This design comes from an exercise in tuning for small area, a short achievable clock period and few clock cycles on the open sky130 flow, not from production work. At most, simulation tests tie the RTL to the original design; equivalence was not proved. Function not checked in runs 1 to 4 and 7: the RTL went through the layout flow alone.

### config.mk
export PLATFORM = sky130hd
export DESIGN_NAME = GCD
export DESIGN_NICKNAME = GCD
export VERILOG_FILES = /design/flow/design.v
export SDC_FILE = /design/flow/constraint.sdc
export NUM_CORES = 4
export LEC_CHECK = 0
export ABC_AREA = 1
export CAP_MARGIN = 20
export CORE_MARGIN = 2
export CORE_UTILIZATION = 40
export SLEW_MARGIN = 20
### constraint.sdc
create_clock -name core_clock -period 38.0 [get_ports {clk}]
set_input_delay 7.6000 -clock core_clock [delete_from_list [all_inputs] [get_ports {clk}]]
set_output_delay 7.6000 -clock core_clock [all_outputs]
set_load 0.01 [all_outputs]
### design.v
`timescale 1ns / 1ps
module GCD(
    input         clk,
    input         rst,         
    input         start,       
    input  [15:0] a_in,
    input  [15:0] b_in,
    output        done,        
    output [15:0] Gcd,
    output [55:0] seg          
    );
    localparam STEPS = 3;      
    reg [16:0] F, G;
    reg [5:0]  D;
    reg [3:0]  K;
    reg        Busy;
    reg        Slow;           
    reg        Low;            
    reg [2:0]  Cnt;            
    reg        DoneReg;
    reg [18:0] Dg;             
    function [43:0] gstep(input [16:0] f, input [16:0] g, input [5:0] d,
                          input [3:0] k);
        reg        sub, swap;
        reg [17:0] sm;
        reg [16:0] fo, go;
        reg [5:0]  dx;
        reg [1:0]  dec;
        begin
            sub  = !(f[1] ^ g[1]);
            sm   = {g[16], g} + ({f[16], f} ^ {18{sub}}) + {17'd0, sub};
            swap = d[5];
            case ({f[0], g[0]})
            2'b00: begin    
                fo = {f[16], f[16:1]};
                go = {g[16], g[16:1]};
            end
            2'b01: begin    
                fo = g;
                go = {f[16], f[16:1]};
            end
            2'b10: begin    
                fo = f;
                go = g[1] ? {g[16], g[16:1]} : {{2{g[16]}}, g[16:2]};
            end
            default: begin
                fo = swap ? g : f;
                go = sm[2] ? {sm[17], sm[17:2]} : {{2{sm[17]}}, sm[17:3]};
            end
            endcase
            dx  = ((!f[0] && g[0]) || (f[0] && g[0] && swap)) ? ~d : d;
            dec = !f[0] ? 2'd0
                : !g[0] ? (g[1] ? 2'd1 : 2'd2)
                : swap  ? (sm[2] ? 2'd0 : 2'd1)
                :         (sm[2] ? 2'd1 : 2'd2);
            gstep = {fo, go, dx - {4'd0, dec}, k + {3'd0, !f[0] && !g[0]}};
        end
    endfunction
    reg [16:0] fn, gn, fp, gp;
    reg [5:0]  dn;
    reg [3:0]  kn, kp;
    integer s;
    always @* begin
        fn = F; gn = G; dn = D; kn = K;
        fp = F; gp = G; kp = K;
        for (s = 0; s < STEPS; s = s + 1) begin
            if (s == STEPS - 1) begin fp = fn; gp = gn; kp = kn; end
            {fn, gn, dn, kn} = gstep(fn, gn, dn, kn);
        end
    end
    wire        TermP = (gp == 17'd0) && (fp[0] || fp == 17'd0);
    wire [16:0] Absf  = fp[16] ? -fp : fp;
    wire        Big   = |Absf[15:8];
    wire        Fast  = !Big && (kp == 4'd0);
    function [3:0] add3(input [3:0] x);
        case (x)
            4'd5: add3 = 4'd8;
            4'd6: add3 = 4'd9;
            4'd7: add3 = 4'd10;
            4'd8: add3 = 4'd11;
            4'd9: add3 = 4'd12;
            default: add3 = x;
        endcase
    endfunction
    function [9:0] bcd8(input [7:0] v);
        reg [11:0] r;
        integer i;
        begin
            r = 12'd0;
            for (i = 7; i >= 0; i = i - 1) begin
                r[3:0] = add3(r[3:0]);
                r[7:4] = add3(r[7:4]);
                r = {r[10:0], v[i]};
            end
            bcd8 = r[9:0];
        end
    endfunction
    function [18:0] dabble(input [18:0] d, input bit_in);
        dabble = {d[17:16],
                  add3(d[15:12]), add3(d[11:8]), add3(d[7:4]), add3(d[3:0]),
                  bit_in};
    endfunction
    wire [9:0] B8 = bcd8(Big ? Absf[15:8] : Absf[7:0]);
    wire z4 = (Dg[18:16] == 3'd0);
    wire z3 = z4 && (Dg[15:12] == 4'd0);
    wire z2 = z3 && (Dg[11:8] == 4'd0);
    wire z1 = z2 && (Dg[7:4] == 4'd0);
    wire z0 = z1 && (Dg[3:0] == 4'd0);
    function [6:0] seg7(input blank, input [3:0] d);
        if (blank) seg7 = 7'b1111111;
        else case (d)
            4'd0: seg7 = 7'b1000000;
            4'd1: seg7 = 7'b1111001;
            4'd2: seg7 = 7'b0100100;
            4'd3: seg7 = 7'b0110000;
            4'd4: seg7 = 7'b0011001;
            4'd5: seg7 = 7'b0010010;
            4'd6: seg7 = 7'b0000010;
            4'd7: seg7 = 7'b1111000;
            4'd8: seg7 = 7'b0000000;
            4'd9: seg7 = 7'b0010000;
            default: seg7 = 7'b1111111;
        endcase
    endfunction
    assign seg  = {7'h7F, 7'h7F, 7'h7F,
                   seg7(z4, {1'b0, Dg[18:16]}),
                   seg7(z3, Dg[15:12]), seg7(z2, Dg[11:8]),
                   seg7(z1, Dg[7:4]), seg7(z0, Dg[3:0])};
    assign Gcd  = F[15:0];
    assign done = DoneReg;
    wire Conv = Busy && !Slow && TermP;
    always @(posedge clk) begin
        if (start) begin
            F <= {1'b0, a_in};
            G <= {1'b0, b_in};
            D <= 6'd0;
            K <= 4'd0;
        end else if (Slow) begin
            if (!Low) begin
                F <= {F[15:0], 1'b0};
                K <= K - 4'd1;
            end
        end else begin
            F <= Conv ? Absf : fn;
            G <= gn;
            D <= dn;
            K <= kn;
        end
        if (Slow) Dg <= dabble(Dg, Low ? F[Cnt] : 1'b0);
        else      Dg <= {9'd0, B8};
        if (Slow) Cnt <= Cnt - 3'd1;
        else      Cnt <= 3'd7;
        if (rst) begin
            Busy    <= 1'b0;
            Slow    <= 1'b0;
            DoneReg <= 1'b0;
        end else begin
            DoneReg <= 1'b0;
            if (start) begin
                Busy <= 1'b1;
            end else if (Slow) begin
                if (Low) begin
                    if (Cnt == 3'd0) begin
                        Low <= 1'b0;
                        if (K == 4'd0) begin
                            Slow    <= 1'b0;
                            Busy    <= 1'b0;
                            DoneReg <= 1'b1;
                        end
                    end
                end else if (K == 4'd1) begin
                    Slow    <= 1'b0;
                    Busy    <= 1'b0;
                    DoneReg <= 1'b1;
                end
            end else if (Conv) begin
                if (Fast) begin
                    Busy    <= 1'b0;
                    DoneReg <= 1'b1;
                end else begin
                    Slow <= 1'b1;
                    Low  <= Big;
                end
            end
        end
    end
endmodule
### run.sh
#!/bin/bash
# synth_recipe.tcl (not shown) runs the flow's synth.tcl, then flattens the netlist and writes it again
# the make line also repeats each setting of config.mk as NAME=value (left out here)
make -C /OpenROAD-flow-scripts/flow DESIGN_CONFIG=/design/flow/config.mk WORK_HOME=/design/flow/orfs CLKGATE_MAP_FILE= SYNTH_SCRIPT=/design/flow/synth_recipe.tcl finish
==> qor.csv, run 1 <==
stage,metric,value,unit
run_status,outcome,finished clean,
clock_network,"Setup Fix Bufs, Post-CTS",0,
worst_hold_path,HP Start,Cnt[0]$_SDFF_PN1_,
cells_and_area,share of post-route cells with drive strength above 1,9.72,%
critical_path,R2R Path End,D[4]$_SDFFE_PP0N_,
clock_network,cts hold-fix bufs,0,
global_route,GRT Resource Usage Total,27.3,%
sta,worst-margin pin slew,0.959,ns
synthesis,Post-synth top flop,dfxtp_1,
route,met3 wire length,3880,um
job,max_cap viols,0,
placement,GP Congestion,0.982,
cells_and_area,# diodes,0,
sta,crit path time final,11.38,ns
sta,Fin Setup TNS,0,ns
route,DRT antenna net count,0,
critical_path,CP max stage cell,clkdlybuf4s50_1,
global_route,global-route wire length before repair,82500,um
global_route,vias in the first global route,15050,
clock_network,Clock transition at path regs,0.07,ns
sta,max_slew headroom,35.9,%
floorplanning,Starting Density,40.4,%
route,initial drt markers,1545,
synthesis,Post-synth EDFFs,33,
placement,placed cell count,2837,
critical_path,CP Capture Point,seg[0],
floorplanning,Placeable Area,0.0363,mm^2
critical_path,crit-path leading delay family,simple AND/OR/NAND/NOR gates,
sta,Max Clock Freq,0.0879,GHz
route,Vias per Instance,5.55,
sta,# setup viols final,0,
route,vias,15846,
route,first-pass detailed-route iteration total,5,
clock_network,CTS H-Tree Depth,3,
sta,RSZ-0062 raised after global routing,false,
placement,DP Worst Slack,26.62,ns
critical_path,CP peak stage delay,0.55,ns
critical_path,crit-path cells,"nor3_1, nand4_1, nor3_1, inv_1, nor4_2, nand4_1, nand2_1, clkdlybuf4s50_1",
cells_and_area,most frequent cells in the layout,"nand2_1 (519), inv_1 (314), o21ai_0 (202), a21oi_1 (182), nand3_1 (163)",
critical_path,Setup CP Type,register to output port,
critical_path,worst path required time,30.40,ns
critical_path,CP Launch Point,Dg[17]$_SDFF_PN0_,
clock_network,CTS tree,done,
critical_path,Critical Path Start Type,register,
clock_network,root buf cell,clkbuf_16,
sta,Final Cycle Share,29.9,%
route,met2 wire length,24500,um
floorplanning,Vert. Die Dim,196,um
placement,input/output buffers,86,
synthesis,"Seq/Total Area, Yosys",15.6,%
placement,placed instance area,0.0157,mm^2
critical_path,Worst Reg-to-Reg Cells,40,
sta,clk_skew,0.0117,ns
clock_network,Clock Sinks,98,
floorplanning,Site Rows,70,
synthesis,synthesized area,0.0147,mm^2
critical_path,RR Startpoint,G[1]$_DFFE_PN_,
critical_path,critical path arrival,3.78,ns
floorplanning,Die ar.,0.0383,mm^2
sta,Fin. Hold Viols,0,
synthesis,synth unique cells,64,
cells_and_area,"commonest non-fill, non-tap cell in the layout",nand2_1,
global_route,total grt overflow,0,
cells_and_area,Final #Nets,2523,
synthesis,Seq cells post-synth,98,
clock_network,clock buffer depth,2,
synthesis,Synth warnings,1,
critical_path,CP Buf/Inv Count,2,
cells_and_area,Layout area overhead,8.74,%
global_route,initial antenna violation count,0,
critical_path,element type at the critical path end,output port,
critical_path,stages on the worst setup path,8,
sta,Final Max Tran Viols,0,
placement,dpl hpwl,41800,um
cells_and_area,final instance area,0.0160,mm^2
synthesis,Mean Syn Cell Area,6.21,um^2
route,Top Metal Used,met4,
route,per-cell routed wire length,18.5,um
clock_network,post_cts resized,0,
route,met1 wire length,21900,um
route,drt drc,0,
critical_path,reg2reg setup slack,28.25,ns
cells_and_area,Post-Layout Cell Count,2854,
sta,PnR worst setup slack,26.62,ns
clock_network,worst skew pair latency,0.37,ns
floorplanning,# IOs,108,
synthesis,Syn Inst Count,2365,
route,Routed WL,52800,um
critical_path,Critical Path Fanout Max,8,
clock_network,CTS Buf Count,9,
synthesis,fraction of registers with async set/reset,0,%
global_route,largest net degree at the start of global routing,45,
worst_hold_path,worst min path class,register to register,
floorplanning,width of the die,196,um
[worst reg2reg max path, delay by kind of cell, from the launching register on]
| family | cells | cell delay, ns |
|---|---|---|
| fa+ha+maj | 6 | 1.96 |
| xor+xnor | 2 | 0.49 |
| flops | 1 | 0.37 |
| simple gates | 15 | 2.99 |
| buf+inv | 11 | 2.63 |
| compound gates | 6 | 1.22 |
[cells in the mapped netlist (all sizes together), types with 6 or more instances]
library cell,n,area [um^2]
nand2,590,2490
inv,351,1320
o21ai,235,1220
nand3,191,1130
a21oi,188,978
nor2,151,671
ha,103,1290
xor2,86,776
buf,68,479
dfxtp,65,1300
clkbuf,48,184
o22ai,35,219
edfxtp,33,991
o211ai,27,203
nand4,25,163
nor3,23,115
o21bai,21,158
or2,20,125
xnor2,19,174
o221ai,15,131
a211oi,8,60.1
a31oi,8,50.1
clkinv,8,32.5
o2111ai,7,61.3
nand3b,6,45.0
[worst min-delay path by stage]
stage,endpoint,slack [ns],depth (start not counted)
6_report,Cnt[0]$_SDFF_PN1_,0.45,1
5_1_grt,Cnt[0]$_SDFF_PN1_,0.48,1
4_1_cts,Cnt[0]$_SDFF_PN1_,0.45,1
3_5_place_dp,Cnt[0]$_SDFF_PN1_,0.43,1
3_3_place_gp,Cnt[0]$_SDFF_PN1_,0.42,1
2_1_floorplan,Cnt[0]$_SDFF_PN1_,0.41,1
[final cells by class]
| class | instances | area, um^2 |
|---|---|---|
| multi-input cells | 1812 | 10500 |
| flip-flops and latches | 98 | 2290 |
| well taps | 468 | 586 |
| repair buffers | 101 | 981 |
| fillers | 3850 | 20400 |
| clock buffers | 10 | 239 |
| inverters | 359 | 1360 |
| clock inverters | 6 | 60.1 |
[routing by layer]
layer  vias to the layer above  GRT usage [%]
li1                       7786              -
met2                       614           46.1
met5                         -              0
met3                       122           3.56
met1                      7324           34.5
met4                         0           12.8
[kinds of logic (layout without fill, tap and decap cells)]
group	Yosys count	in the layout	synth area share [%]
simple gates	1010	1010	32.4
compound gates	569	569	22.5
buf+inv	475	476	13.7
fa+ha+maj	107	107	9.32
xor+xnor	105	105	6.47
flops	98	98	15.6
other cells	1	21	0.0255
[per-stage QoR]
| step | hold slack, ns | utilization (%) |
|---|---|---|
| after floorplan | 0.410 | - |
| after global placement | 0.422 | 43.1 |
| after detailed placement | 0.429 | 43.1 |
| after CTS | 0.445 | 43.9 |
| after global routing | 0.479 | 43.9 |
| final | 0.446 | 43.9 |
==> run 2, diff against run 1 <==
--- a/config.mk
+++ b/config.mk
@@ -7,3 +7,3 @@
 export LEC_CHECK = 0
-export ABC_AREA = 1
+export ABC_CLOCK_PERIOD_IN_PS = 9000
 export CAP_MARGIN = 20
==> qor.csv, run 2 <==
stage,metric,value,unit,change
critical_path,reg2reg setup slack,25.54,ns,-2.71 ns
floorplanning,# IOs,108,,unchanged
clock_network,CTS Buf Count,9,,unchanged
clock_network,Clock transition at path regs,0.08,ns,about the same
floorplanning,width of the die,197,um,+0.72%
critical_path,Worst Reg-to-Reg Cells,36,,-10%
sta,max_slew headroom,28.4,%,-7.5 points
run_status,outcome,finished clean,,
synthesis,Syn Inst Count,2014,,-15%
sta,crit path time final,12.46,ns,+1.08 ns
cells_and_area,# diodes,0,,unchanged
cells_and_area,Layout area overhead,8.67,%,about the same
critical_path,CP Launch Point,G[1]$_DFFE_PN_,,
global_route,largest net degree at the start of global routing,50,,+11%
route,vias,15919,,+0.46%
critical_path,element type at the critical path end,register,,
route,DRT antenna net count,0,,unchanged
synthesis,Seq cells post-synth,98,,unchanged
cells_and_area,Final #Nets,2132,,-15%
global_route,GRT Resource Usage Total,28.5,%,+1.2 points
clock_network,root buf cell,clkbuf_16,,
synthesis,most common library cells after synthesis,"nand2_1 (191), a21oi_1 (158), nor2_1 (145)",,
global_route,global-route wire length before repair,86200,um,+4.5%
critical_path,CP peak stage delay,0.91,ns,+0.36 ns
placement,dpl hpwl,43400,um,+3.9%
global_route,met1 Track Usage GR,37.3,%,+2.7 points
placement,input/output buffers,86,,unchanged
synthesis,top-area cell type share of the netlist area,8.73,%,-4.5 points
global_route,GR Util met3,4.64,%,+1.1 points
synthesis,synthesized area,0.0149,mm^2,+1.5%
global_route,met2 Resource Use GR,45.2,%,-0.87 points
clock_network,CTS H-Tree Depth,3,,unchanged
cells_and_area,most frequent cells in the layout,"nand2_1 (191), a21oi_1 (158), nor2_1 (145), o21ai_0 (128), ha_1 (103)",,
cells_and_area,"commonest non-fill, non-tap cell in the layout",nand2_1,,
synthesis,most frequent cell after synthesis,nand2_1,,
clock_network,"Setup Fix Bufs, Post-CTS",0,,unchanged
sta,Final Max Tran Viols,0,,unchanged
clock_network,CTS tree,done,,
sta,Fin. Hold Viols,0,,unchanged
global_route,vias in the first global route,14868,,-1.2%
critical_path,Critical Path Start Type,register,,
synthesis,Post-synth top flop,dfxtp_1,,
route,per-cell routed wire length,23.1,um,+25%
critical_path,Setup CP Type,register to register,,
sta,worst-margin pin slew,1.07,ns,+0.111 ns
synthesis,"Seq/Total Area, Yosys",15.4,%,-0.23 points
sta,Final Cycle Share,32.8,%,+2.8 points
critical_path,CP Capture Point,D[4]$_SDFFE_PP0N_,,
placement,DP Worst Slack,25.42,ns,-1.20 ns
critical_path,R2R Path End,D[4]$_SDFFE_PP0N_,,
cells_and_area,share of post-route cells with drive strength above 1,7.27,%,-2.5 points
floorplanning,Site Rows,70,,unchanged
synthesis,synth top area cells,"dfxtp_1 (8.7%), ha_1 (8.6%), edfxtp_1 (6.6%)",,
worst_hold_path,HP Start,Cnt[0]$_SDFF_PN1_,,
route,initial drt markers,2128,,+38%
clock_network,Clock Sinks,98,,unchanged
clock_network,worst skew pair latency,0.36,ns,about the same
critical_path,critical path arrival,12.68,ns,+8.90 ns
critical_path,Critical Path Fanout Max,29,,+21
route,drt drc,0,,unchanged
placement,GP Congestion,0.984,,+0.12%
floorplanning,Placeable Area,0.0366,mm^2,+0.72%
global_route,initial antenna violation count,1,,+1
worst_hold_path,worst min path class,register to register,,
sta,clk_skew,0.0167,ns,+0.00495 ns
synthesis,Mean Syn Cell Area,7.40,um^2,+19%
job,max_cap viols,0,,unchanged
critical_path,most frequent CP cell,ha_1,,
sta,PnR worst setup slack,25.54,ns,-1.08 ns
sta,RSZ-0062 raised after global routing,false,,
critical_path,RR Startpoint,G[1]$_DFFE_PN_,,
sta,Hold Slack,0.472,ns,+0.0259 ns
floorplanning,Starting Density,40.7,%,+0.30 points
global_route,GRT Max-Usage Layer,met2,,
synthesis,Synth warnings,1,,unchanged
synthesis,Yosys top cell by area,dfxtp_1,,
sta,Fin Setup TNS,0,ns,unchanged
synthesis,synth unique cells,110,,+72%
synthesis,fraction of registers with async set/reset,0,%,unchanged
global_route,total grt overflow,0,,unchanged
route,Vias per Instance,6.46,,+16%
sta,# setup viols final,0,,unchanged
clock_network,post_cts resized,0,,unchanged
critical_path,worst path required time,38.22,ns,+7.82 ns
floorplanning,Vert. Die Dim,197,um,+0.72%
sta,Max Clock Freq,0.0803,GHz,-8.6%
route,Routed WL,56900,um,+7.9%
critical_path,CP max stage cell,xnor2_2,,
route,first-pass detailed-route iteration total,9,,+4
clock_network,clock buffer depth,2,,unchanged
synthesis,Post-synth EDFFs,33,,unchanged
clock_network,cts hold-fix bufs,0,,unchanged
floorplanning,Die ar.,0.0388,mm^2,+1.5%
## run 2: cell count changes in the layout (fill, tap and decap cells not counted), sizes merged, moves of 35 or more
cell   before  now
xnor2      19   87
o21ai     235  136
xor2       86   33
a21o        0   35
nand2     590  191
nand3     191   42
inv       353   98
mux2i       0   42
## run 2: how the worst min path moves through the flow
stage	cells after the start	end	slack, ns
4_1_cts	1	Cnt[0]$_SDFF_PN1_	0.47
2_1_floorplan	1	Cnt[0]$_SDFF_PN1_	0.42
3_3_place_gp	1	Cnt[0]$_SDFF_PN1_	0.46
6_report	1	Cnt[0]$_SDFF_PN1_	0.47
5_1_grt	1	Cnt[0]$_SDFF_PN1_	0.49
3_5_place_dp	1	Cnt[0]$_SDFF_PN1_	0.46
## run 2: metrics by stage
step / area [um^2] / util (%) / cells
2_1_floorplan: 15000 / - / 2034
3_3_place_gp: 15900 / 43.4 / 2447
3_5_place_dp: 15900 / 43.4 / 2447
4_1_cts: 16200 / 44.2 / 2463
5_1_grt: 16200 / 44.2 / 2463
6_report: 16200 / 44.2 / 2463
## run 2: cells by family after synthesis
family | synth area share [%]
AO/OA/AOI/OAI | 35.4
XOR/XNOR | 7.39
adder cells (fa/ha/maj) | 9.25
buffers and inverters | 8.03
flip-flops | 15.4
multiplexers | 4.18
other | 0.0252
AND/OR/NAND/NOR | 20.3
## run 2: cell type report
class | count | area (um^2)
Multi-Input combinational cell | 1662 | 11500
Sequential cell | 98 | 2290
Clock buffer | 9 | 225
Tap cell | 468 | 586
Timing Repair Buffer | 120 | 1110
Clock inverter | 7 | 80.1
Fill cell | 3684 | 20400
Inverter | 99 | 372
## run 2: worst max-delay path, delay by kind of cell (launching register included)
family	cells	cell delay [ns]
XOR/XNOR	8	3.03
AO/OA/AOI/OAI	7	1.95
adder cells (fa/ha/maj)	6	2.14
buffers and inverters	5	1.62
flip-flops	1	0.72
AND/OR/NAND/NOR	10	2.82
## run 2: layer usage
layer / vias up / part of all wire [%]
li1: 7472 / -
met2: 765 / 45
met5: - / 0
met3: 170 / 8.4
met1: 7512 / 42
met4: 0 / 5.3
==> run 3, diff against run 2 <==
--- a/design.v
+++ b/design.v
@@ -11,3 +11,3 @@
     );
-    localparam STEPS = 3;      
+    localparam STEPS = 2;      
     reg [16:0] F, G;
@@ -71,3 +71,3 @@
     wire        TermP = (gp == 17'd0) && (fp[0] || fp == 17'd0);
-    wire [16:0] Absf  = fp[16] ? -fp : fp;
+    wire [16:0] Absf  = {fp[16:1] ^ {16{fp[16]}}, fp[0]};
     wire        Big   = |Absf[15:8];
@@ -103,27 +103,31 @@
     wire [9:0] B8 = bcd8(Big ? Absf[15:8] : Absf[7:0]);
-    wire z4 = (Dg[18:16] == 3'd0);
-    wire z3 = z4 && (Dg[15:12] == 4'd0);
-    wire z2 = z3 && (Dg[11:8] == 4'd0);
-    wire z1 = z2 && (Dg[7:4] == 4'd0);
-    wire z0 = z1 && (Dg[3:0] == 4'd0);
-    function [6:0] seg7(input blank, input [3:0] d);
-        if (blank) seg7 = 7'b1111111;
-        else case (d)
-            4'd0: seg7 = 7'b1000000;
-            4'd1: seg7 = 7'b1111001;
-            4'd2: seg7 = 7'b0100100;
-            4'd3: seg7 = 7'b0110000;
-            4'd4: seg7 = 7'b0011001;
-            4'd5: seg7 = 7'b0010010;
-            4'd6: seg7 = 7'b0000010;
-            4'd7: seg7 = 7'b1111000;
-            4'd8: seg7 = 7'b0000000;
-            4'd9: seg7 = 7'b0010000;
-            default: seg7 = 7'b1111111;
-        endcase
+    function [4:0] zflags(input [18:0] d);
+        reg z4, z3, z2, z1, z0;
+        begin
+            z4 = (d[18:16] == 3'd0);
+            z3 = z4 && (d[15:12] == 4'd0);
+            z2 = z3 && (d[11:8] == 4'd0);
+            z1 = z2 && (d[7:4] == 4'd0);
+            z0 = z1 && (d[3:0] == 4'd0);
+            zflags = {z4, z3, z2, z1, z0};
+        end
     endfunction
+    function [6:0] seg7(input blank, input [3:0] x);
+        reg a, b, c, d, e, f, g;
+        begin
+            a = (!x[3] && !x[2] && !x[1] && x[0]) || (x[2] && !x[1] && !x[0]);
+            b = x[2] && (x[1] ^ x[0]);
+            c = !x[2] && x[1] && !x[0];
+            d = a || (x[2] && x[1] && x[0]);
+            e = x[0] || (x[2] && !x[1]);
+            f = (!x[3] && !x[2] && (x[1] || x[0])) || (x[2] && x[1] && x[0]);
+            g = (!x[3] && !x[2] && !x[1]) || (x[2] && x[1] && x[0]);
+            seg7 = {g, f, e, d, c, b, a} | {7{blank}};
+        end
+    endfunction
+    reg [4:0] Zr;              
     assign seg  = {7'h7F, 7'h7F, 7'h7F,
-                   seg7(z4, {1'b0, Dg[18:16]}),
-                   seg7(z3, Dg[15:12]), seg7(z2, Dg[11:8]),
-                   seg7(z1, Dg[7:4]), seg7(z0, Dg[3:0])};
+                   seg7(Zr[4], {1'b0, Dg[18:16]}),
+                   seg7(Zr[3], Dg[15:12]), seg7(Zr[2], Dg[11:8]),
+                   seg7(Zr[1], Dg[7:4]), seg7(Zr[0], Dg[3:0])};
     assign Gcd  = F[15:0];
@@ -131,2 +135,3 @@
     wire Conv = Busy && !Slow && TermP;
+    wire [18:0] DgNext = dabble(Dg, Low ? F[Cnt] : 1'b0);
     always @(posedge clk) begin
@@ -148,4 +153,10 @@
         end
-        if (Slow) Dg <= dabble(Dg, Low ? F[Cnt] : 1'b0);
-        else      Dg <= {9'd0, B8};
+        if (Slow) begin
+            Dg <= DgNext;
+            Zr <= zflags(DgNext);
+        end else begin
+            Dg <= {9'd0, B8};
+            Zr <= {2'b11, Absf[7:0] < 8'd100, Absf[7:0] < 8'd10,
+                   Absf[7:0] == 8'd0};
+        end
         if (Slow) Cnt <= Cnt - 3'd1;
--- a/config.mk
+++ b/config.mk
@@ -7,3 +7,3 @@
 export LEC_CHECK = 0
-export ABC_CLOCK_PERIOD_IN_PS = 9000
+export ABC_AREA = 1
 export CAP_MARGIN = 20
==> qor.csv, run 3 <==
stage,metric,value,unit,change
run_status,outcome,finished clean,,
floorplanning,Placeable Area,0.0269,mm^2,-27%
sta,Max Clock Freq,0.103,GHz,+28%
clock_network,clock buffer depth,2,,unchanged
clock_network,post_cts resized,0,,unchanged
cells_and_area,Top Registers,"Dg x19, F x17, G x17",,
floorplanning,width of the die,169,um,-14%
worst_hold_path,worst min path class,register to register,,
synthesis,synth top area cells,"nand2_1 (14%), edfxtp_1 (9.1%), ha_1 (8.2%)",,
cells_and_area,most frequent cells in the layout,"nand2_1 (407), inv_1 (187), nor2_1 (147), a21oi_1 (141), nand3_1 (139)",,
sta,max_slew headroom,37.8,%,+9.4 points
route,per-cell routed wire length,17.7,um,-23%
sta,Fin Setup TNS,0,ns,unchanged
route,drt drc,0,,unchanged
route,first-pass detailed-route iteration total,8,,-1
sta,RSZ-0062 raised after global routing,false,,
synthesis,Syn Inst Count,1763,,-12%
floorplanning,# IOs,108,,unchanged
synthesis,Synth warnings,1,,unchanged
route,DRT antenna net count,0,,unchanged
cells_and_area,Layout area overhead,10.3,%,
clock_network,Clock transition at path regs,0.07,ns,about the same
floorplanning,Starting Density,40.6,%,-0.073 points
floorplanning,Site Rows,60,,-14%
critical_path,worst path required time,30.40,ns,-7.82 ns
synthesis,most common library cells after synthesis,"nand2_1 (407), inv_1 (188), nor2_1 (147)",,
route,initial drt markers,1163,,-45%
synthesis,Yosys top cell by area,nand2_1,,
global_route,largest net degree at the start of global routing,44,,-12%
cells_and_area,Final #Nets,1899,,-11%
synthesis,Post-synth top flop,dfxtp_1,,
sta,Fin. Hold Viols,0,,unchanged
cells_and_area,Largest register FFs,19,,
synthesis,synthesized area,0.0109,mm^2,-27%
synthesis,top-area cell type share of the netlist area,14.0,%,+5.3 points
placement,dpl hpwl,29000,um,-33%
route,Routed WL,37900,um,-33%
floorplanning,Die ar.,0.0286,mm^2,-26%
synthesis,synth unique cells,58,,-47%
clock_network,CTS Buf Count,9,,unchanged
global_route,total grt overflow,0,,unchanged
sta,PnR worst setup slack,28.29,ns,+2.75 ns
clock_network,CTS tree,done,,
sta,crit path time final,9.71,ns,-2.75 ns
global_route,GRT Resource Usage Total,26.2,%,-2.2 points
synthesis,most frequent cell after synthesis,nand2_1,,
sta,clk_skew,0.00611,ns,-0.0106 ns
clock_network,cts hold-fix bufs,0,,unchanged
critical_path,element type at the critical path end,output port,,
synthesis,Seq cells post-synth,75,,-23%
route,Vias per Instance,5.62,,-13%
sta,Final Max Tran Viols,0,,unchanged
route,vias,12002,,-25%
global_route,initial antenna violation count,0,,-1
synthesis,"Seq/Total Area, Yosys",16.8,%,+1.4 points
sta,Final Cycle Share,25.5,%,-7.2 points
sta,# setup viols final,0,,unchanged
placement,GP Congestion,0.993,,+0.94%
global_route,global-route wire length before repair,59600,um,-31%
clock_network,CTS H-Tree Depth,3,,unchanged
clock_network,root buf cell,clkbuf_16,,
clock_network,worst skew pair latency,0.36,ns,about the same
job,max_cap viols,0,,unchanged
synthesis,Post-synth EDFFs,33,,unchanged
cells_and_area,# diodes,0,,unchanged
synthesis,Mean Syn Cell Area,6.19,um^2,-16%
sta,worst-margin pin slew,0.930,ns,-0.139 ns
placement,input/output buffers,86,,unchanged
clock_network,"Setup Fix Bufs, Post-CTS",0,,unchanged
placement,DP Worst Slack,28.39,ns,+2.97 ns
floorplanning,Vert. Die Dim,169,um,-14%
cells_and_area,"commonest non-fill, non-tap cell in the layout",nand2_1,,
cells_and_area,register with the most flip-flops,Dg,,
critical_path,Critical Path Fanout Max,6,,-79%
synthesis,fraction of registers with async set/reset,0,%,unchanged
critical_path,Setup CP Type,register to output port,,
critical_path,critical path arrival,2.11,ns,-10.57 ns
global_route,vias in the first global route,10727,,-28%
clock_network,Clock Sinks,75,,-23%
critical_path,Critical Path Start Type,register,,
cells_and_area,share of post-route cells with drive strength above 1,6.74,%,-0.53 points
run 3: changes by cell type after synthesis, moves of 33 or more:
cell	previous run	this run
nand2_1	191	407
nor3_1	46	13
mux2i_1	42	0
nand2_2	0	35
inv_1	92	188
xnor2_1	86	14
nand3_1	42	139
a221oi_1	37	0
clkbuf_1	113	39
nand2b_1	34	0
run 3: final timing paths:
kind	startpoint	to	slack [ns]	depth (start not counted)
setup / recovery	Dg[8]$_DFF_P_	seg[19]	28.29	4
hold / removal	Dg[17]$_SDFF_PN0_	Dg[18]$_SDFF_PN0_	0.47	2
setup reg to reg	G[1]$_DFFE_PN_	D[5]$_SDFFE_PP0N_	31.62	29
hold reg to reg	Dg[17]$_SDFF_PN0_	Dg[18]$_SDFF_PN0_	0.47	2
run 3: final cells by class:
cell class / instances / area, um^2
tap: 341 / 427
inverter: 202 / 758
clock buffer: 9 / 225
multi-input combinational: 1403 / 7780
timing repair buffer: 99 / 958
fill: 2888 / 14800
sequential: 75 / 1830
clock inverter: 7 / 63.8
run 3: metal layers:
layer / track usage, % / vias up / share of wire (%)
li1: - / 5923 / -
met1: 39.5 / 5532 / 48
met2: 38.4 / 504 / 42
met3: 3.85 / 43 / 8.2
met4: 7.66 / 0 / 2.3
met5: 0 / - / 0
run 3: worst max-delay path, stage by stage (launching register included):
cell             delay (ns)
dfxtp_1                0.41
inv_1                  0.14
ha_1                   0.23
o311ai_0               0.36
clkdlybuf4s50_1        0.60
run 3: kinds of logic (layout without fill, tap and decap cells):
group / after synthesis / count (layout) / synth area share (%)
other: 1 / 21 / 0.0343
flip-flops: 75 / 75 / 16.8
AND/OR/NAND/NOR: 805 / 805 / 32.6
adder cells (fa/ha/maj): 74 / 74 / 8.61
AO/OA/AOI/OAI: 428 / 428 / 23.2
buffers and inverters: 305 / 317 / 12.7
XOR/XNOR: 75 / 75 / 6.15
run 3: per-stage QoR:
stage	hold WS [ns]	instances	utilization, %	area (um^2)
after CTS	0.474	2136	44.8	12000
after detailed placement	0.462	2120	43.7	11800
final	0.468	2136	44.8	12000
after global routing	0.502	2136	44.8	12000
after global placement	0.454	2120	43.7	11800
after floorplan	0.433	1783	-	11000
==> run 4, diff against run 3 <==
--- a/design.v
+++ b/design.v
@@ -11,3 +11,3 @@
     );
-    localparam STEPS = 2;      
+    localparam STEPS = 3;      
     reg [16:0] F, G;
==> qor.csv, run 4 <==
stage,metric,value,unit,change
synthesis,fraction of registers with async set/reset,0,%,unchanged
sta,PnR worst setup slack,27.61,ns,-0.685 ns
critical_path,Worst Reg-to-Reg Cells,40,,+38%
clock_network,Clock transition at path regs,0.07,ns,about the same
critical_path,Setup CP Type,input port to register,,
critical_path,reg2reg setup slack,28.97,ns,-2.65 ns
placement,dpl hpwl,41300,um,+42%
clock_network,CTS tree,done,,
synthesis,most common library cells after synthesis,"nand2_1 (468), inv_1 (254), a21oi_1 (195), nand3_1 (195), o21ai_0 (178)",,
clock_network,post_cts resized,0,,unchanged
clock_network,clock buffer depth,2,,unchanged
synthesis,synthesized area,0.0136,mm^2,+24%
synthesis,most frequent cell after synthesis,nand2_1,,
global_route,GRT Resource Usage Total,28.5,%,+2.2 points
cells_and_area,most frequent cells in the layout,"nand2_1 (468), inv_1 (254), a21oi_1 (195), nand3_1 (195), o21ai_0 (178)",,
sta,clk_skew,0.00709,ns,+0.000979 ns
critical_path,Critical Path Start Type,input port,,
sta,Max Clock Freq,0.0962,GHz,-6.6%
cells_and_area,Post-Layout Cell Count,2671,,+25%
job,max_cap viols,0,,unchanged
cells_and_area,register with the most flip-flops,Dg,,
synthesis,Mean Syn Cell Area,6.14,um^2,-0.92%
floorplanning,Vert. Die Dim,188,um,+11%
placement,input/output buffers,86,,unchanged
floorplanning,Site Rows,67,,+12%
cells_and_area,Top Registers,"Dg x19, F x17, G x17",,
synthesis,"Seq/Total Area, Yosys",13.5,%,-3.3 points
sta,# setup viols final,0,,unchanged
route,Routed WL,51700,um,+36%
sta,Fin Setup TNS,0,ns,unchanged
synthesis,top-area cell type share of the netlist area,13.0,%,-1.0 points
critical_path,RR Startpoint,G[1]$_DFFE_PN_,,
floorplanning,Starting Density,40.5,%,-0.10 points
clock_network,worst skew pair latency,0.35,ns,about the same
floorplanning,# IOs,108,,unchanged
route,initial drt markers,1797,,+55%
sta,worst-margin pin slew,0.976,ns,+0.0459 ns
synthesis,synth top area cells,"nand2_1 (13%), ha_1 (8.8%), edfxtp_1 (7.3%)",,
global_route,global-route wire length before repair,79800,um,+34%
route,drt drc,0,,unchanged
run_status,outcome,finished clean,,
global_route,total grt overflow,0,,unchanged
synthesis,synth unique cells,72,,+24%
synthesis,Post-synth EDFFs,33,,unchanged
synthesis,Synth warnings,1,,unchanged
synthesis,Syn Inst Count,2209,,+25%
worst_hold_path,worst min path class,register to register,,
synthesis,Seq cells post-synth,75,,unchanged
cells_and_area,share of post-route cells with drive strength above 1,7.02,%,+0.28 points
critical_path,element type at the critical path end,register,,
sta,Final Max Tran Viols,0,,unchanged
route,first-pass detailed-route iteration total,6,,-2
critical_path,CP Capture Point,F[14]$_DFFE_PP_,,
critical_path,worst path required time,38.15,ns,+7.75 ns
placement,GP Congestion,0.955,,-3.8%
sta,Final Cycle Share,27.4,%,+1.8 points
critical_path,Critical Path Fanout Max,36,,+30
route,DRT antenna net count,0,,unchanged
route,Vias per Instance,5.77,,+2.7%
cells_and_area,Final #Nets,2352,,+24%
synthesis,Yosys top cell by area,nand2_1,,
clock_network,"Setup Fix Bufs, Post-CTS",0,,unchanged
sta,RSZ-0062 raised after global routing,false,,
placement,DP Worst Slack,27.24,ns,-1.15 ns
floorplanning,width of the die,188,um,+11%
global_route,initial antenna violation count,0,,unchanged
global_route,vias in the first global route,13937,,+30%
clock_network,Clock Sinks,75,,unchanged
critical_path,R2R Path End,D[4]$_SDFFE_PP0N_,,
clock_network,cts hold-fix bufs,0,,unchanged
floorplanning,Die ar.,0.0354,mm^2,+24%
cells_and_area,# diodes,0,,unchanged
sta,Fin. Hold Viols,0,,unchanged
clock_network,CTS H-Tree Depth,3,,unchanged
floorplanning,Placeable Area,0.0334,mm^2,+24%
clock_network,root buf cell,clkbuf_16,,
placement,placed cell count,2655,,+25%
route,per-cell routed wire length,19.4,um,+9.1%
cells_and_area,"Core Util, Final",44.2,%,-0.58 points
critical_path,CP Launch Point,start,,
global_route,largest net degree at the start of global routing,47,,+6.8%
critical_path,critical path arrival,10.54,ns,+8.43 ns
cells_and_area,"commonest non-fill, non-tap cell in the layout",nand2_1,,
cells_and_area,Layout area overhead,9.14,%,
cells_and_area,Largest register FFs,19,,unchanged
sta,max_slew headroom,34.9,%,-2.9 points
route,vias,15418,,+28%
sta,crit path time final,10.39,ns,+0.685 ns
synthesis,Post-synth top flop,dfxtp_1,,
clock_network,CTS Buf Count,9,,unchanged
==> run 4: worst min path at each step <==
stage / endpoint / from / cells after the start / slack, ns
CTS: Busy$_SDFFE_PP0P_ / Busy$_SDFFE_PP0P_ / 2 / 0.47
detailed placement: Busy$_SDFFE_PP0P_ / Busy$_SDFFE_PP0P_ / 2 / 0.46
floorplan: Busy$_SDFFE_PP0P_ / Busy$_SDFFE_PP0P_ / 2 / 0.43
global placement: Busy$_SDFFE_PP0P_ / Busy$_SDFFE_PP0P_ / 2 / 0.45
global route: Busy$_SDFFE_PP0P_ / Busy$_SDFFE_PP0P_ / 2 / 0.49
finish: Busy$_SDFFE_PP0P_ / Busy$_SDFFE_PP0P_ / 2 / 0.47
==> run 4: per-stage QoR <==
stage / hold WS, ns / area, um^2
final: 0.470 / 14800
after global routing: 0.492 / 14800
after CTS: 0.471 / 14800
after detailed placement: 0.461 / 14500
after global placement: 0.447 / 14500
after floorplan: 0.433 / 13600
==> run 4: logic make-up (layout without fill, tap and decap cells) <==
group                    count (synthesis)  count (layout)  share of synthesized area [%]
AO/OA/AOI/OAI                          586             586                           25.6
other                                    1              21                         0.0277
flip-flops                              75              75                           13.5
buffers and inverters                  407             401                           12.9
XOR/XNOR                               102             102                           6.64
adder cells (fa/ha/maj)                 99              99                           9.36
AND/OR/NAND/NOR                        939             939                           31.9
==> run 4: routing by layer <==
layer	routed length (um)	GRT usage (%)
met1	23300	40.4
met2	22500	44.2
met3	3950	3.16
met4	1930	10.4
met5	0	0
==> run 4: cell type report <==
class | instances | area, um^2
Inverter | 283 | 1070
Fill cell | 3539 | 18700
Tap cell | 448 | 561
Sequential cell | 75 | 1830
Clock inverter | 6 | 71.3
Timing Repair Buffer | 102 | 981
Clock buffer | 10 | 229
Multi-Input combinational cell | 1747 | 10100
==> run 4: critical path, cell delays in order <==
cell and delay [ns]:
clkdlybuf4s50_1 0.40, buf_4 0.25, nor2_1 0.78, clkinv_1 0.99, o211ai_1 0.51
==> run 5, diff against run 4 <==
--- a/design.v
+++ b/design.v
@@ -13,3 +13,3 @@
     reg [16:0] F, G;
-    reg [5:0]  D;
+    reg [4:0]  D;
     reg [3:0]  K;
@@ -21,8 +21,8 @@
     reg [18:0] Dg;             
-    function [43:0] gstep(input [16:0] f, input [16:0] g, input [5:0] d,
+    function [42:0] gstep(input [16:0] f, input [16:0] g, input [4:0] d,
                           input [3:0] k);
         reg        sub, swap;
-        reg [17:0] sm;
+        reg [15:0] sq;
         reg [16:0] fo, go;
-        reg [5:0]  dx;
+        reg [4:0]  dx;
         reg [1:0]  dec;
@@ -30,4 +30,4 @@
             sub  = !(f[1] ^ g[1]);
-            sm   = {g[16], g} + ({f[16], f} ^ {18{sub}}) + {17'd0, sub};
-            swap = d[5];
+            sq   = {g[16], g[16:2]} + ({f[16], f[16:2]} ^ {16{sub}}) + 16'd1;
+            swap = d[4];
             case ({f[0], g[0]})
@@ -47,3 +47,3 @@
                 fo = swap ? g : f;
-                go = sm[2] ? {sm[17], sm[17:2]} : {{2{sm[17]}}, sm[17:3]};
+                go = sq[0] ? {sq[15], sq} : {{2{sq[15]}}, sq[15:1]};
             end
@@ -53,5 +53,5 @@
                 : !g[0] ? (g[1] ? 2'd1 : 2'd2)
-                : swap  ? (sm[2] ? 2'd0 : 2'd1)
-                :         (sm[2] ? 2'd1 : 2'd2);
-            gstep = {fo, go, dx - {4'd0, dec}, k + {3'd0, !f[0] && !g[0]}};
+                : swap  ? (sq[0] ? 2'd0 : 2'd1)
+                :         (sq[0] ? 2'd1 : 2'd2);
+            gstep = {fo, go, dx - {3'd0, dec}, k + {3'd0, !f[0] && !g[0]}};
         end
@@ -59,3 +59,3 @@
     reg [16:0] fn, gn, fp, gp;
-    reg [5:0]  dn;
+    reg [4:0]  dn;
     reg [3:0]  kn, kp;
@@ -140,3 +140,3 @@
             G <= {1'b0, b_in};
-            D <= 6'd0;
+            D <= 5'd0;
             K <= 4'd0;
--- a/config.mk
+++ b/config.mk
@@ -7,3 +7,3 @@
 export LEC_CHECK = 0
-export ABC_AREA = 1
+export ABC_CLOCK_PERIOD_IN_PS = 8000
 export CAP_MARGIN = 20
@@ -11,2 +11,3 @@
 export CORE_UTILIZATION = 40
+export GPL_TIMING_DRIVEN = 0
 export SLEW_MARGIN = 20
==> qor.csv, run 5 <==
stage,metric,value,unit,change
run_status,outcome,finished clean,,
synthesis,synth top area cells,"ha_1 (8.9%), edfxtp_1 (7.5%), dfxtp_1 (6.3%)",,
critical_path,element type at the critical path end,register,,
synthesis,most common library cells after synthesis,"nand2_1 (175), a21oi_1 (153), nor2_1 (142)",,
sta,# setup viols final,0,,unchanged
cells_and_area,"Core Util, Final",46.0,%,+1.7 points
cells_and_area,Layout area overhead,13.7,%,
cells_and_area,Post-Layout Cell Count,2347,,-12%
critical_path,Critical Path Fanout Max,10,,-72%
global_route,global-route wire length before repair,80100,um,+0.42%
cells_and_area,# diodes,0,,unchanged
sta,Final Max Tran Viols,0,,unchanged
cells_and_area,final instance area,0.0149,mm^2,+0.83%
critical_path,Critical Path Start Type,register,,
sta,crit path time final,13.61,ns,+3.22 ns
synthesis,fraction of registers with async set/reset,0,%,unchanged
floorplanning,Site Rows,66,,-1.5%
cells_and_area,share of post-route cells with drive strength above 1,9.03,%,+2.0 points
placement,dpl hpwl,42300,um,+2.3%
global_route,total grt overflow,0,,unchanged
clock_network,Clock transition at path regs,0.06,ns,about the same
clock_network,Clock Sinks,74,,-1.3%
cells_and_area,Largest register FFs,19,,unchanged
route,per-cell routed wire length,22.7,um,+17%
cells_and_area,storage element area,0.00181,mm^2,-1.1%
sta,Fin. Hold Viols,0,,unchanged
clock_network,root buf cell,clkbuf_16,,
clock_network,"Setup Fix Bufs, Post-CTS",0,,unchanged
global_route,initial antenna violation count,2,,+2
route,first-pass detailed-route iteration total,7,,+1
sta,Fin Setup TNS,0,ns,unchanged
sta,Max Clock Freq,0.0735,GHz,-24%
synthesis,top-area cell type share of the netlist area,8.86,%,-4.1 points
global_route,vias in the first global route,13255,,-4.9%
synthesis,Post-synth top flop,dfxtp_1,,
floorplanning,Vert. Die Dim,185,um,-1.6%
clock_network,worst skew pair latency,0.35,ns,about the same
route,Routed WL,53300,um,+3.1%
synthesis,Mean Syn Cell Area,7.36,um^2,+20%
placement,placed instance area,0.0146,mm^2,+0.85%
floorplanning,Die ar.,0.0343,mm^2,-3.1%
clock_network,CTS Buf Count,9,,unchanged
critical_path,worst path required time,38.06,ns,-0.09 ns
clock_network,post_cts resized,0,,unchanged
cells_and_area,"commonest non-fill, non-tap cell in the layout",nand2_1,,
route,met1 wire length,23800,um,+2.2%
route,vias,14653,,-5.0%
cells_and_area,fillcell total,3296,,-6.9%
synthesis,Syn Inst Count,1783,,-19%
critical_path,critical path arrival,13.67,ns,+3.13 ns
floorplanning,Starting Density,40.5,%,-0.088 points
sta,worst-margin pin slew,1.19,ns,+0.214 ns
global_route,GRT Resource Usage Total,30.6,%,+2.1 points
clock_network,CTS H-Tree Depth,3,,unchanged
cells_and_area,Top Registers,"Dg x19, F x17, G x17",,
clock_network,CTS tree,done,,
sta,RSZ-0062 raised after global routing,false,,
critical_path,most frequent CP cell,o21ai_0,,
floorplanning,Placeable Area,0.0325,mm^2,-3.0%
synthesis,Synth warnings,1,,unchanged
synthesis,"Seq/Total Area, Yosys",13.8,%,+0.29 points
clock_network,cts hold-fix bufs,0,,unchanged
cells_and_area,Final #Nets,2035,,-13%
clock_network,clock buffer depth,2,,unchanged
synthesis,Yosys top cell by area,ha_1,,
cells_and_area,register with the most flip-flops,Dg,,
floorplanning,width of the die,185,um,-1.6%
synthesis,Post-synth EDFFs,33,,unchanged
critical_path,Setup CP Type,register to register,,
sta,Final Cycle Share,35.8,%,+8.5 points
job,max_cap viols,0,,unchanged
route,Top Metal Used,met5,,
route,Vias per Instance,6.24,,+8.2%
placement,GP Congestion,0.999,,+4.7%
route,DRT antenna net count,0,,unchanged
synthesis,synthesized area,0.0131,mm^2,-3.2%
critical_path,CP peak stage delay,0.95,ns,-0.04 ns
route,initial drt markers,1780,,-0.95%
worst_hold_path,worst min path class,register to register,,
synthesis,synth unique cells,103,,+43%
synthesis,Seq cells post-synth,74,,-1.3%
placement,input/output buffers,85,,-1.2%
sta,max_slew headroom,20.7,%,-14 points
synthesis,most frequent cell after synthesis,nand2_1,,
route,met3 wire length,5070,um,+28%
cells_and_area,most frequent cells in the layout,"nand2_1 (175), a21oi_1 (152), nor2_1 (142), o21ai_0 (137), ha_1 (93)",,
critical_path,CP max stage cell,xnor2_1,,
cells_and_area,multi-input combinational cell area,0.0102,mm^2,+1.9%
placement,placed cell count,2331,,-12%
global_route,largest net degree at the start of global routing,17,,-64%
sta,clk_skew,0.00983,ns,+0.00274 ns
floorplanning,# IOs,108,,unchanged
route,drt drc,0,,unchanged
route,met2 wire length,22400,um,-0.72%
==> run 5: cell types whose count changed in the layout (fill, tap and decap cells not counted), sizes merged, moves of 40 or more <==
cell    delta
nand2    -344
nand3    -179
clkbuf    +78
o21ai     -66
inv      -187
a21oi     -40
xnor2     +60
xor2      -53
mux2i     +66
buf       +65
==> run 5: per-stage QoR <==
stage	worst slack, ns	hold WS, ns
after CTS	24.83	0.467
after global placement	24.63	0.443
after detailed placement	24.89	0.453
final	24.39	0.459
after floorplan	27.99	0.424
after global routing	23.70	0.503
==> run 5: final cells by class <==
| cell class | count | area share [%] |
|---|---|---|
| repair buffers | 86 | 5.74 |
| well taps | 442 | 3.71 |
| plain buffers | 155 | 5.34 |
| flip-flops and latches | 74 | 12.1 |
| multi-input cells | 1477 | 68.6 |
| clock inverters | 3 | 0.117 |
| inverters | 97 | 2.44 |
| clock buffers | 13 | 1.90 |
==> run 5: path summary, 6_finish.rpt <==
| check | start | to | slack (ns) | cells past startpoint |
|---|---|---|---|---|
| worst max-delay path | G[1]$_DFFE_PN_ | G[15]$_DFFE_PN_ | 24.39 | 37 |
| worst min-delay path | Cnt[0]$_SDFF_PN1_ | Cnt[0]$_SDFF_PN1_ | 0.46 | 1 |
| worst max register to register | G[1]$_DFFE_PN_ | G[15]$_DFFE_PN_ | 24.39 | 37 |
| worst min register to register | Cnt[0]$_SDFF_PN1_ | Cnt[0]$_SDFF_PN1_ | 0.46 | 1 |
==> run 5: logic make-up after synthesis <==
logic type | Yosys count | share of synthesized area [%]
AO/OA/AOI/OAI | 643 | 34.2
XOR/XNOR | 109 | 7.27
adder cells (fa/ha/maj) | 101 | 10.0
buffers and inverters | 252 | 8.84
flip-flops | 74 | 13.8
multiplexers | 96 | 7.78
other | 1 | 0.0286
AND/OR/NAND/NOR | 507 | 18.0
==> run 5: critical path, delay by kind of cell (launching register included) <==
kind	cells	cell delay (ns)
xor gates and xnor gates	7	3.21
DFF	1	0.39
buffers and inverters	7	3.81
and+or+nand+nor	2	0.22
AOI/OAI and AO/OA	18	4.63
adders and majority gates	3	1.04
==> run 5: per-layer routing <==
metal | up-vias | global-route usage, %
li1 | 6814 | -
met1 | 6951 | 43.7
met2 | 772 | 45.6
met3 | 112 | 5.27
met4 | 4 | 11.4
met5 | - | 0
Testbench counts of run 5, summed over its fixed seeds: cycles 22,027.
==> run 6, diff against run 5 <==
--- a/config.mk
+++ b/config.mk
@@ -7,3 +7,3 @@
 export LEC_CHECK = 0
-export ABC_CLOCK_PERIOD_IN_PS = 8000
+export ABC_AREA = 1
 export CAP_MARGIN = 20
@@ -11,3 +11,2 @@
 export CORE_UTILIZATION = 40
-export GPL_TIMING_DRIVEN = 0
 export SLEW_MARGIN = 20
==> qor.csv, run 6 <==
stage,metric,value,unit,change
critical_path,RR Startpoint,G[1]$_DFFE_PN_,,
synthesis,fraction of registers with async set/reset,0,%,unchanged
sta,crit path time final,9.81,ns,-3.80 ns
worst_hold_path,WHS Path Cells,2,,+1
clock_network,"Setup Fix Bufs, Post-CTS",0,,unchanged
clock_network,clock buffer depth,2,,unchanged
synthesis,Synth warnings,1,,unchanged
sta,# setup viols final,0,,unchanged
route,initial drt markers,1610,,-9.6%
floorplanning,width of the die,181,um,-2.2%
synthesis,"Seq/Total Area, Yosys",14.4,%,+0.64 points
route,DRT antenna net count,0,,unchanged
cells_and_area,Largest register FFs,19,,unchanged
sta,Final Max Tran Viols,0,,unchanged
cells_and_area,fillcell total,3306,,+0.30%
critical_path,Setup CP Type,input port to register,,
placement,dpl hpwl,35300,um,-17%
critical_path,worst path required time,38.26,ns,+0.20 ns
critical_path,Critical Path Fanout Max,31,,+21
cells_and_area,Top Registers,"Dg x19, F x17, G x17",,
floorplanning,Die ar.,0.0328,mm^2,-4.4%
floorplanning,Vert. Die Dim,181,um,-2.2%
clock_network,CTS tree,done,,
cells_and_area,Final #Nets,2181,,+7.2%
placement,input/output buffers,86,,+1.2%
route,vias,14162,,-3.4%
synthesis,synth unique cells,56,,-46%
synthesis,main combinational cell family by area after synthesis,simple AND/OR/NAND/NOR gates,,
cells_and_area,"commonest non-fill, non-tap cell in the layout",nand2_1,,
floorplanning,# IOs,108,,unchanged
clock_network,CTS H-Tree Depth,3,,unchanged
route,per-cell routed wire length,18.6,um,-18%
cells_and_area,"Core Util, Final",44.8,%,-1.1 points
route,drt drc,0,,unchanged
synthesis,synth top area cells,"nand2_1 (14%), ha_1 (9.3%), edfxtp_1 (7.9%)",,
synthesis,mux share of post-synthesis cell area,0.0798,%,-7.7 points
sta,Max Clock Freq,0.102,GHz,+39%
synthesis,most common library cells after synthesis,"nand2_1 (452), inv_1 (263), nand3_1 (158)",,
clock_network,cts hold-fix bufs,0,,unchanged
critical_path,reg2reg setup slack,29.26,ns,+4.87 ns
sta,Fin Setup TNS,0,ns,unchanged
global_route,global-route wire length before repair,70900,um,-12%
sta,Fin. Hold Viols,0,,unchanged
global_route,total grt overflow,0,,unchanged
synthesis,Adder-Cell Fraction of Synth Area,10.4,%,+0.38 points
job,max_cap viols,0,,unchanged
clock_network,Clock transition at path regs,0.06,ns,about the same
worst_hold_path,worst min path class,register to register,,
sta,RSZ-0062 raised after global routing,false,,
clock_network,post_cts resized,0,,unchanged
sta,max_slew headroom,32.4,%,+12 points
sta,Final Cycle Share,25.8,%,-10 points
floorplanning,Site Rows,64,,-3.0%
critical_path,critical path arrival,10.07,ns,-3.60 ns
cells_and_area,most frequent cells in the layout,"nand2_1 (452), inv_1 (262), nand3_1 (158), a21oi_1 (156), o21ai_0 (146)",,
synthesis,Syn Inst Count,2035,,+14%
cells_and_area,share of post-route cells with drive strength above 1,5.07,%,-4.0 points
sta,clk_skew,0.00989,ns,+0.0000594 ns
cells_and_area,# diodes,0,,unchanged
run_status,outcome,finished clean,,
route,Routed WL,45500,um,-15%
synthesis,complex-gate fraction of the synthesized area,25.0,%,-9.2 points
global_route,GRT Resource Usage Total,27.1,%,-3.5 points
synthesis,Post-synth EDFFs,33,,unchanged
route,Vias per Instance,5.79,,-7.3%
floorplanning,Starting Density,40.8,%,+0.34 points
clock_network,CTS Buf Count,9,,unchanged
global_route,largest net degree at the start of global routing,48,,+31
placement,GP Congestion,0.976,,-2.4%
synthesis,top-area cell type share of the netlist area,13.5,%,+4.7 points
critical_path,element type at the critical path end,register,,
sta,worst-margin pin slew,1.01,ns,-0.177 ns
global_route,initial antenna violation count,0,,-2
critical_path,Critical Path Start Type,input port,,
synthesis,Simple-Gate Fraction of Synth Area,28.2,%,+10 points
cells_and_area,register with the most flip-flops,Dg,,
worst_hold_path,HP Start,Dg[17]$_SDFF_PN0_,,
clock_network,Clock Sinks,74,,unchanged
synthesis,most frequent cell after synthesis,nand2_1,,
synthesis,Post-synth top flop,dfxtp_1,,
floorplanning,Placeable Area,0.0307,mm^2,-5.3%
critical_path,R2R Path End,G[15]$_DFFE_PN_,,
global_route,vias in the first global route,12667,,-4.4%
worst_hold_path,Hold EP,Dg[18]$_SDFF_PN0_,,
critical_path,Worst Reg-to-Reg Cells,38,,+2.7%
synthesis,Mean Syn Cell Area,6.16,um^2,-16%
synthesis,post-synthesis xor/xnor area fraction,8.00,%,+0.73 points
route,first-pass detailed-route iteration total,6,,-1
sta,Hold Slack,0.471,ns,+0.0116 ns
synthesis,synthesized area,0.0125,mm^2,-4.5%
synthesis,Seq cells post-synth,74,,unchanged
clock_network,root buf cell,clkbuf_16,,
cells_and_area,Layout area overhead,9.91,%,
synthesis,Yosys top cell by area,nand2_1,,
clock_network,worst skew pair latency,0.36,ns,about the same
run 6: layout make-up:
type / instances / area, um^2 / share of cell area [%]
repair buffers: 105 / 1000 / 7.28
flip-flops and latches: 74 / 1810 / 13.1
inverters: 283 / 1060 / 7.72
clock inverters: 5 / 40.0 / 0.290
well taps: 396 / 495 / 3.59
multi-input cells: 1573 / 9090 / 66.0
clock buffers: 11 / 275 / 2.00
run 6: worst max-delay path by stage:
stage                     depth (start not counted)  slack (ns)                 to           from
final                                             5       28.19  K[2]$_SDFFE_PP0P_          start
after global routing                              5       27.99  K[2]$_SDFFE_PP0P_          start
after CTS                                         5       28.13     F[2]$_DFFE_PP_          start
after detailed placement                          5       27.75     F[2]$_DFFE_PP_          start
after global placement                            5       27.93     F[9]$_DFFE_PP_          start
after floorplan                                   3       29.16            seg[19]  Dg[8]$_DFF_P_
run 6: critical path, cell delays in order:
cell and delay (ns):
clkdlybuf4s50_1 0.40, buf_4 0.25, inv_1 0.75, nand2_1 0.70
o22ai_1 0.36
run 6: cells by family after synthesis:
family	count (synthesis)
AOI/OAI and AO/OA	522
xor gates and xnor gates	112
other	1
DFF	74
buffers and inverters	408
adders and majority gates	100
and+or+nand+nor	817
muxes	1
run 6: layer usage:
layer / GRT usage, % / up-vias / part of all wire (%)
met5: 0 / - / 0
met4: 10.7 / 0 / 4.2
met3: 5.44 / 98 / 10
met2: 40.2 / 688 / 41
met1: 38.2 / 6513 / 44
li1: - / 6863 / -
run 6: through the flow:
step / setup slack, ns / area (um^2) / std cells
final: 28.19 / 13800 / 2447
after global routing: 27.99 / 13800 / 2447
after CTS: 28.13 / 13800 / 2447
after detailed placement: 27.75 / 13500 / 2431
after global placement: 27.93 / 13400 / 2430
after floorplan: 29.16 / 12600 / 2055
==> run 7, diff against run 6 <==
--- a/design.v
+++ b/design.v
@@ -11,3 +11,3 @@
     );
-    localparam STEPS = 3;      
+    localparam STEPS = 4;      
     reg [16:0] F, G;
@@ -23,7 +23,8 @@
                           input [3:0] k);
-        reg        sub, swap;
+        reg        sub, swap, odd2;
         reg [15:0] sq;
+        reg [17:0] x;
         reg [16:0] fo, go;
         reg [4:0]  dx;
-        reg [1:0]  dec;
+        reg [1:0]  sh, dec;
         begin
@@ -32,25 +33,12 @@
             swap = d[4];
-            case ({f[0], g[0]})
-            2'b00: begin    
-                fo = {f[16], f[16:1]};
-                go = {g[16], g[16:1]};
-            end
-            2'b01: begin    
-                fo = g;
-                go = {f[16], f[16:1]};
-            end
-            2'b10: begin    
-                fo = f;
-                go = g[1] ? {g[16], g[16:1]} : {{2{g[16]}}, g[16:2]};
-            end
-            default: begin
-                fo = swap ? g : f;
-                go = sq[0] ? {sq[15], sq} : {{2{sq[15]}}, sq[15:1]};
-            end
-            endcase
-            dx  = ((!f[0] && g[0]) || (f[0] && g[0] && swap)) ? ~d : d;
-            dec = !f[0] ? 2'd0
-                : !g[0] ? (g[1] ? 2'd1 : 2'd2)
-                : swap  ? (sq[0] ? 2'd0 : 2'd1)
-                :         (sq[0] ? 2'd1 : 2'd2);
+            odd2 = f[0] && g[0];
+            x    = odd2 ? {sq[15], sq, 1'b0}
+                 : (f[0] || !g[0]) ? {g[16], g} : {f[16], f};
+            sh   = (!f[0] || x[1]) ? 2'd1 : x[2] ? 2'd2 : 2'd3;
+            go   = (sh == 2'd1) ? x[17:1]
+                 : (sh == 2'd2) ? {x[17], x[17:2]} : {{2{x[17]}}, x[17:3]};
+            fo   = !f[0] ? (g[0] ? g : {f[16], f[16:1]})
+                         : (odd2 && swap) ? g : f;
+            dx   = ((!f[0] && g[0]) || (odd2 && swap)) ? ~d : d;
+            dec  = !f[0] ? 2'd0 : (odd2 && swap) ? sh - 2'd1 : sh;
             gstep = {fo, go, dx - {3'd0, dec}, k + {3'd0, !f[0] && !g[0]}};
@@ -137,3 +125,3 @@
     always @(posedge clk) begin
-        if (start) begin
+        if (!Busy) begin
             F <= {1'b0, a_in};
==> qor.csv, run 7 <==
stage,metric,value,unit,change
critical_path,Critical Path Start Type,register,,
critical_path,element type at the critical path end,register,,
run_status,outcome,finished clean,,
sta,Fin. Hold Viols,0,,unchanged
sta,crit path time final,12.03,ns,+2.22 ns
cells_and_area,Post-Layout Cell Count,2762,,+13%
clock_network,"Setup Fix Bufs, Post-CTS",0,,unchanged
cells_and_area,most frequent cells in the layout,"nand2_1 (597), inv_1 (315), nand3_1 (179), nor2_1 (158), a21oi_1 (131)",,
global_route,initial antenna violation count,0,,unchanged
cells_and_area,Layout area overhead,9.45,%,
clock_network,CTS tree,done,,
clock_network,CTS H-Tree Depth,3,,unchanged
cells_and_area,fillcell total,3666,,+11%
synthesis,main combinational cell family by area after synthesis,simple AND/OR/NAND/NOR gates,,
global_route,largest net degree at the start of global routing,36,,-25%
critical_path,most frequent CP cell,nand2_1,,
placement,placed cell count,2746,,+13%
clock_network,root buf cell,clkbuf_16,,
synthesis,most common library cells after synthesis,"nand2_1 (597), inv_1 (315), nand3_1 (179)",,
critical_path,CP max stage cell,xor2_1,,
floorplanning,# IOs,108,,unchanged
critical_path,critical path arrival,12.12,ns,+2.05 ns
cells_and_area,# diodes,0,,unchanged
sta,PnR worst setup slack,25.97,ns,-2.22 ns
sta,Final Cycle Share,31.7,%,+5.9 points
sta,Final Max Tran Viols,0,,unchanged
synthesis,synthesized area,0.0139,mm^2,+11%
synthesis,synth unique cells,79,,+41%
synthesis,Synth warnings,1,,unchanged
route,Vias per Instance,5.53,,-4.5%
sta,clk_skew,0.0114,ns,+0.00148 ns
clock_network,cts hold-fix bufs,0,,unchanged
synthesis,complex-gate fraction of the synthesized area,19.3,%,-5.7 points
route,first-pass detailed-route iteration total,7,,+1
synthesis,top-area cell type share of the netlist area,16.1,%,+2.6 points
clock_network,Clock transition at path regs,0.07,ns,about the same
global_route,GRT Resource Usage Total,27.7,%,+0.63 points
floorplanning,Starting Density,40.4,%,-0.35 points
floorplanning,Vert. Die Dim,190,um,+5.2%
sta,Fin Setup TNS,0,ns,unchanged
synthesis,Adder-Cell Fraction of Synth Area,9.99,%,-0.40 points
placement,DP Worst Slack,26.25,ns,-1.50 ns
cells_and_area,register with the most flip-flops,Dg,,
critical_path,Critical Path Fanout Max,15,,-52%
cells_and_area,"commonest non-fill, non-tap cell in the layout",nand2_1,,
global_route,vias in the first global route,13929,,+10%
clock_network,CTS Buf Count,9,,unchanged
cells_and_area,"Core Util, Final",44.3,%,-0.57 points
clock_network,post_cts resized,0,,unchanged
run 7: cell families after synthesis:
logic type | Yosys count
buffers and inverters | 444
adder cells (fa/ha/maj) | 105
flip-flops | 74
other | 1
AND/OR/NAND/NOR | 1095
XOR/XNOR | 117
AO/OA/AOI/OAI | 430
run 7: through the flow:
| stage | cell area [um^2] |
|---|---|
| 2_1_floorplan | 14000 |
| 3_3_place_gp | 14900 |
| 3_5_place_dp | 14900 |
| 4_1_cts | 15200 |
| 5_1_grt | 15200 |
| 6_report | 15200 |
run 7: critical path: cells and delay by family, from the launching register on:
| family | cells | cell delay (ns) |
|---|---|---|
| buf+inv | 8 | 1.18 |
| simple gates | 20 | 3.44 |
| compound gates | 15 | 2.18 |
| xor+xnor | 7 | 1.74 |
| fa+ha+maj | 8 | 2.70 |
| flops | 1 | 0.54 |
run 7: final cells by class:
class	instances	area (um^2)	share of cell area, %
Inverter	351	1350	8.84
Timing Repair Buffer	98	951	6.25
Clock buffer	10	250	1.64
Tap cell	455	569	3.74
Clock inverter	6	52.6	0.345
Multi-Input combinational cell	1768	10200	67.3
Sequential cell	74	1810	11.9
run 7: layer usage:
layer | GRT usage (%) | vias to the layer above | share of wire [%]
met5 | 0 | - | 0
met4 | 11.6 | 0 | 4.5
met2 | 42.7 | 625 | 43
li1 | - | 7506 | -
met3 | 2.72 | 114 | 6.7
met1 | 39.3 | 7021 | 46
run 7: final timing paths:
path	startpoint	to	slack, ns	cells past startpoint
worst min-delay path	Cnt[0]$_SDFF_PN1_	Cnt[0]$_SDFF_PN1_	0.45	1
worst min register to register	Cnt[0]$_SDFF_PN1_	Cnt[0]$_SDFF_PN1_	0.45	1
worst max-delay path	F[1]$_DFFE_PP_	G[13]$_DFFE_PP_	25.97	58
worst max register to register	F[1]$_DFFE_PP_	G[13]$_DFFE_PP_	25.97	58

re-timing with driven ports:
The flow's constraints put no driver on any port. The routed layouts listed below were extracted and timed again, unchanged, in two steps.
Step 1 sets driving cells, clkbuf_16 on the clock port and buf_2 on the other inputs (assumed; they add their load-dependent delay and slew).
Step 2 times the ports against the registers' clock, not the clock port: input delays grow and output delays shrink by t, the midpoint of the rising clock arrivals with the driver on.
Slacks: ideal ports / drivers / drivers and shift; pairs: ideal ports / drivers.
| run | t, ns | setup WS [ns] | worst register clock-pin slew, ns |
|---|---|---|---|
| run 1 | 0.409 | 26.620 / 26.572 / 26.981 | 0.08 / 0.08 |
| run 2 | 0.409 | 25.543 / 25.543 / 25.543 | 0.09 / 0.09 |
| run 3 | 0.407 | 28.291 / 28.244 / 28.354 | 0.07 / 0.07 |
| run 4 | 0.388 | 27.607 / 27.623 / 27.235 | 0.07 / 0.07 |
| run 5 | 0.382 | 24.390 / 24.390 / 24.390 | 0.06 / 0.06 |
| run 6 | 0.395 | 28.190 / 28.213 / 27.818 | 0.07 / 0.07 |
| run 7 | 0.379 | 25.966 / 25.966 / 25.966 | 0.07 / 0.07 |
After both steps setup and hold are still met in every run listed.
